Context: an optimization exercise on an open-source flow, tuned for small area, a short achievable clock period and few clock cycles. The choices shown serve that exercise and are no tape-out recipe.
Function was checked by simulation only, so behaviour that the tests miss may differ from the original.
Power is estimated from default activity; no workload was simulated.

Design cpu, start of the top module:
module cpu (
  output [15:0] imem_addr,
  input  [15:0] imem_rdata,
  output [15:0] dmem_addr,
  input  [15:0] dmem_rdata,
  output [15:0] dmem_wdata,
  output        dmem_write,
  input         start,
  input         stop,
  input         CLK,
  input         RSTN
  );
  reg  [15:0] pc;         
  reg         run;        
  reg  [15:0] ir;         
  reg         rv;         
  reg  [15:0] ra, rb;     
  reg         e_st;       
  reg         e_wen;      
  reg         e_mlt;      
  reg         e_ld, e_sgt;
  reg  [2:0]  e_dst;
  reg  [127:0] rf;        
  reg  [7:0]  zf;         
  reg         e_add;      
  wire [1:0] op = ir[15:14];
  wire [2:0] fd = ir[13:11];
  wire [2:0] fs = ir[10:8];
  wire [2:0] ft = ir[7:5];
  wire [4:0] fn = ir[4:0];
  wire [15:0] imm = {{8{ir[7]}}, ir[7:0]};
  wire op0   = (op == 2'b00);
  wire d_st  = op0 & (fd == 3'b000) & (fn == 5'b00000);
  wire d_ld  = op0 & (ft == 3'b000) & (fn == 5'b00001);
  wire d_add = op0 & (fn == 5'b00010);
  wire d_sgt = op0 & (fn == 5'b00100);
  wire d_mlt = op0 & (fn == 5'b00101);
  wire d_li  = (op == 2'b01) & (fs == 3'b000);
  wire d_b   = (op == 2'b10) & (fd == 3'b000) & (fs == 3'b000);
  wire d_bnz = (op == 2'b10) & (fd == 3'b001);
  wire d_bz  = (op == 2'b10) & (fd == 3'b010);
  wire [15:0] sum = ra + rb;
  reg [15:0] cg, cl;
  integer q, r;
  always @* begin
    cg = ra & ~rb;
    cl = ~ra & rb;
    for (q = 1; q < 16; q = q * 2)
      for (r = 15; r >= 0; r = r - 1)
        if ((r % (2 * q)) == (2 * q - 1)) begin
          cg[r] = cg[r] | (~cl[r] & cg[r - q]);
          cl[r] = cl[r] | (~cg[r] & cl[r - q]);
        end
  end
  wire gt = cg[15];
  wire [15:0] res = ({16{e_ld}} & dmem_rdata) | {16{e_sgt & gt}} | ({16{e_add}} & sum);
  wire z_add = ((ra ^ rb) == {ra[14:0] | rb[14:0], 1'b0});
  wire z_ld  = (dmem_rdata == 16'h0000);
  wire z_ex  = e_ld ? z_ld : e_sgt ? ~gt : z_add;
  ...
Size in the first run: roughly 1300 cells after synthesis, roughly 210 flip-flops, roughly 85 I/O pins.
export LEC_CHECK = 0
export CAP_MARGIN = 20
export CORE_MARGIN = 2
export CORE_UTILIZATION = 40
export CTS_BUF_LIST = sky130_fd_sc_hd__clkbuf_4 sky130_fd_sc_hd__clkbuf_8
export PLACE_DENSITY = 0.5
export SETUP_SLACK_MARGIN = 5
export SLEW_MARGIN = 20
export TNS_END_PERCENT = 0
create_clock -name core_clock -period 8.0 [get_ports {CLK}]
standard.sh (not shown) runs the stock make flow with config.mk's settings and CLKGATE_MAP_FILE= SYNTH_SCRIPT=/design/flow/synth_recipe.tcl, a recipe that flattens the netlist after the stock synthesis.
==> flow/flow/run.sh <==
#!/bin/bash
# The standard layout (standard.sh) with three changes:
#  - the port buffers are plain buf_1 cells rather than the delay buffers
#    buffer_ports picks itself;
#  - synthesis leaves adders to ABC instead of first extracting full and
#    half adder cells (ADDER_MAP_FILE empty), which maps the multiplier tree
#    and adders both smaller and faster. Registers are untouched by this;
#  - clock tree synthesis adds no dummy loads to balance the tree.
set -euo pipefail
export BUFFER_PORTS_ARGS="-buffer_cell sky130_fd_sc_hd__buf_1"
export CTS_ARGS="-sink_clustering_enable -repair_clock_nets -buf_list {sky130_fd_sc_hd__clkbuf_4 sky130_fd_sc_hd__clkbuf_8} -dont_use_dummy_load"
bash standard.sh ADDER_MAP_FILE= finish > standard.log 2>&1
The starting point ran to the end with no violations.
Testbench counts at the start, summed over its fixed seeds: cycles 31,856.
Edit:
Settings changed: CAP_MARGIN 20 to 0, PLACE_DENSITY 0.5 to 0.6, SLEW_MARGIN 20 to 0.
After rerunning: Flip-flop and latch count stays the same; sequential power barely changes; via count barely changes; final cell count decreases by 1.2%; cell area decreases by 2.7%; worst hold slack barely changes; register-to-register slack gets worse by 0.09 ns; synthesized area is unchanged; power decreases by 3.0%; clock power decreases by 3.2%; setup slack gets worse by 0.11 ns.
Edit:
==> flow/flow/run.sh (replaced) <==
#!/bin/bash
# The standard layout (standard.sh) with two changes:
#  - the port buffers are plain buf_1 cells rather than the delay buffers
#    buffer_ports picks itself;
#  - synthesis leaves adders to ABC instead of first extracting full and
#    half adder cells (ADDER_MAP_FILE empty), which maps the multiplier trees
#    and adders both smaller and faster. Registers are untouched by this.
set -euo pipefail
export BUFFER_PORTS_ARGS="-buffer_cell sky130_fd_sc_hd__buf_1"
bash standard.sh ADDER_MAP_FILE= finish > standard.log 2>&1
Settings changed: CAP_MARGIN 0 to 20, SLEW_MARGIN 0 to 20.
What happened:
- The new run finished clean
- fmax rose slightly
- sequential power barely changes
- via count stays flat
- wire length is about the same
- power rose by a few percent
- non-clock buffer count does not change
- count of clock-buffer cells in the layout rose by 10
- sequential share of layout area fell by 0.36 points
- combinational power stays flat
- cell count rose slightly
Edit:
--- a/flow/flow/run.sh
+++ b/flow/flow/run.sh
@@ -2 +2 @@
-# The standard layout (standard.sh) with two changes:
+# The standard layout (standard.sh) with three changes:
@@ -6,2 +6,3 @@
-#    half adder cells (ADDER_MAP_FILE empty), which maps the multiplier trees
-#    and adders both smaller and faster. Registers are untouched by this.
+#    half adder cells (ADDER_MAP_FILE empty), which maps the multiplier tree
+#    and adders both smaller and faster. Registers are untouched by this;
+#  - clock tree synthesis adds no dummy loads to balance the tree.
@@ -9,0 +11 @@
+export CTS_ARGS="-sink_clustering_enable -repair_clock_nets -buf_list {sky130_fd_sc_hd__clkbuf_4 sky130_fd_sc_hd__clkbuf_8} -dont_use_dummy_load"
The new run ran to the end with no violations.
Synthesized cell count stays the same.
Wire length stays flat.
Die area does not change.
Edit:
==> flow/flow/run.sh (replaced) <==
#!/bin/bash
# The standard layout (standard.sh) with two changes:
#  - the port buffers are plain buf_1 cells rather than the delay buffers
#    buffer_ports picks itself;
#  - synthesis leaves adders to ABC instead of first extracting full and
#    half adder cells (ADDER_MAP_FILE empty), which maps the multiplier trees
#    and adders both smaller and faster. Registers are untouched by this.
set -euo pipefail
export BUFFER_PORTS_ARGS="-buffer_cell sky130_fd_sc_hd__buf_1"
bash standard.sh ADDER_MAP_FILE= finish > standard.log 2>&1
Settings changed: CORE_UTILIZATION 40 to 45, PLACE_DENSITY 0.6 to 0.65.
Effect: Clock skew goes down by 0.0052 ns. Worst setup slack loses 0.072 ns. Critical path depth falls by 3. Worst hold slack gains 0.0042 ns.
Edit:
Settings changed: CORE_UTILIZATION 45 to 40, GPL_ROUTABILITY_DRIVEN set to 0, PLACE_DENSITY 0.65 to 0.6.
What happened:
- The changed run went through all stages and came out clean
- sequential power stays flat
- maximum frequency increases by about 2.5%
- utilization drops by 5.2 points
- total power went down by about 0.8%
- sequential share of layout area shrinks by 0.31 points
- wire length grows by 3.6%
- hold slack is worse by 0.0037 ns
- clock-buffer cell count goes up by 1
- non-clock buffer count increases by 4

-- afterwards: timing with drivers on the ports --
Ports are ideal in the flow. The routed layouts listed here were re-timed in OpenROAD. Step 1 sets driving cells, clkbuf_16 on the clock port and buf_2 on the other inputs (assumed; they add their load-dependent delay and slew). Step 2 moves the port delays by t, midway between the first and last clock arrival at a register: inputs arrive t later, outputs are due t later. That takes back most of the time a late clock gives input paths. Three values: ideal ports, drivers, drivers and shift; two values: the first two.
run | t, ns | setup slack, ns | worst setup path after step 2
the first run | 0.568 | 4.833 / 4.848 / 4.280 | input to register
the second run | 0.565 | 4.720 / 4.729 / 4.165 | input to register
the third run | 0.575 | 4.732 / 4.741 / 4.166 | input to register
the fourth run | 0.565 | 4.720 / 4.729 / 4.165 | input to register
the fifth run | 0.567 | 4.649 / 4.654 / 4.088 | input to register
the sixth run | 0.575 | 4.732 / 4.741 / 4.166 | input to register
After both steps every run listed still meets setup and hold.
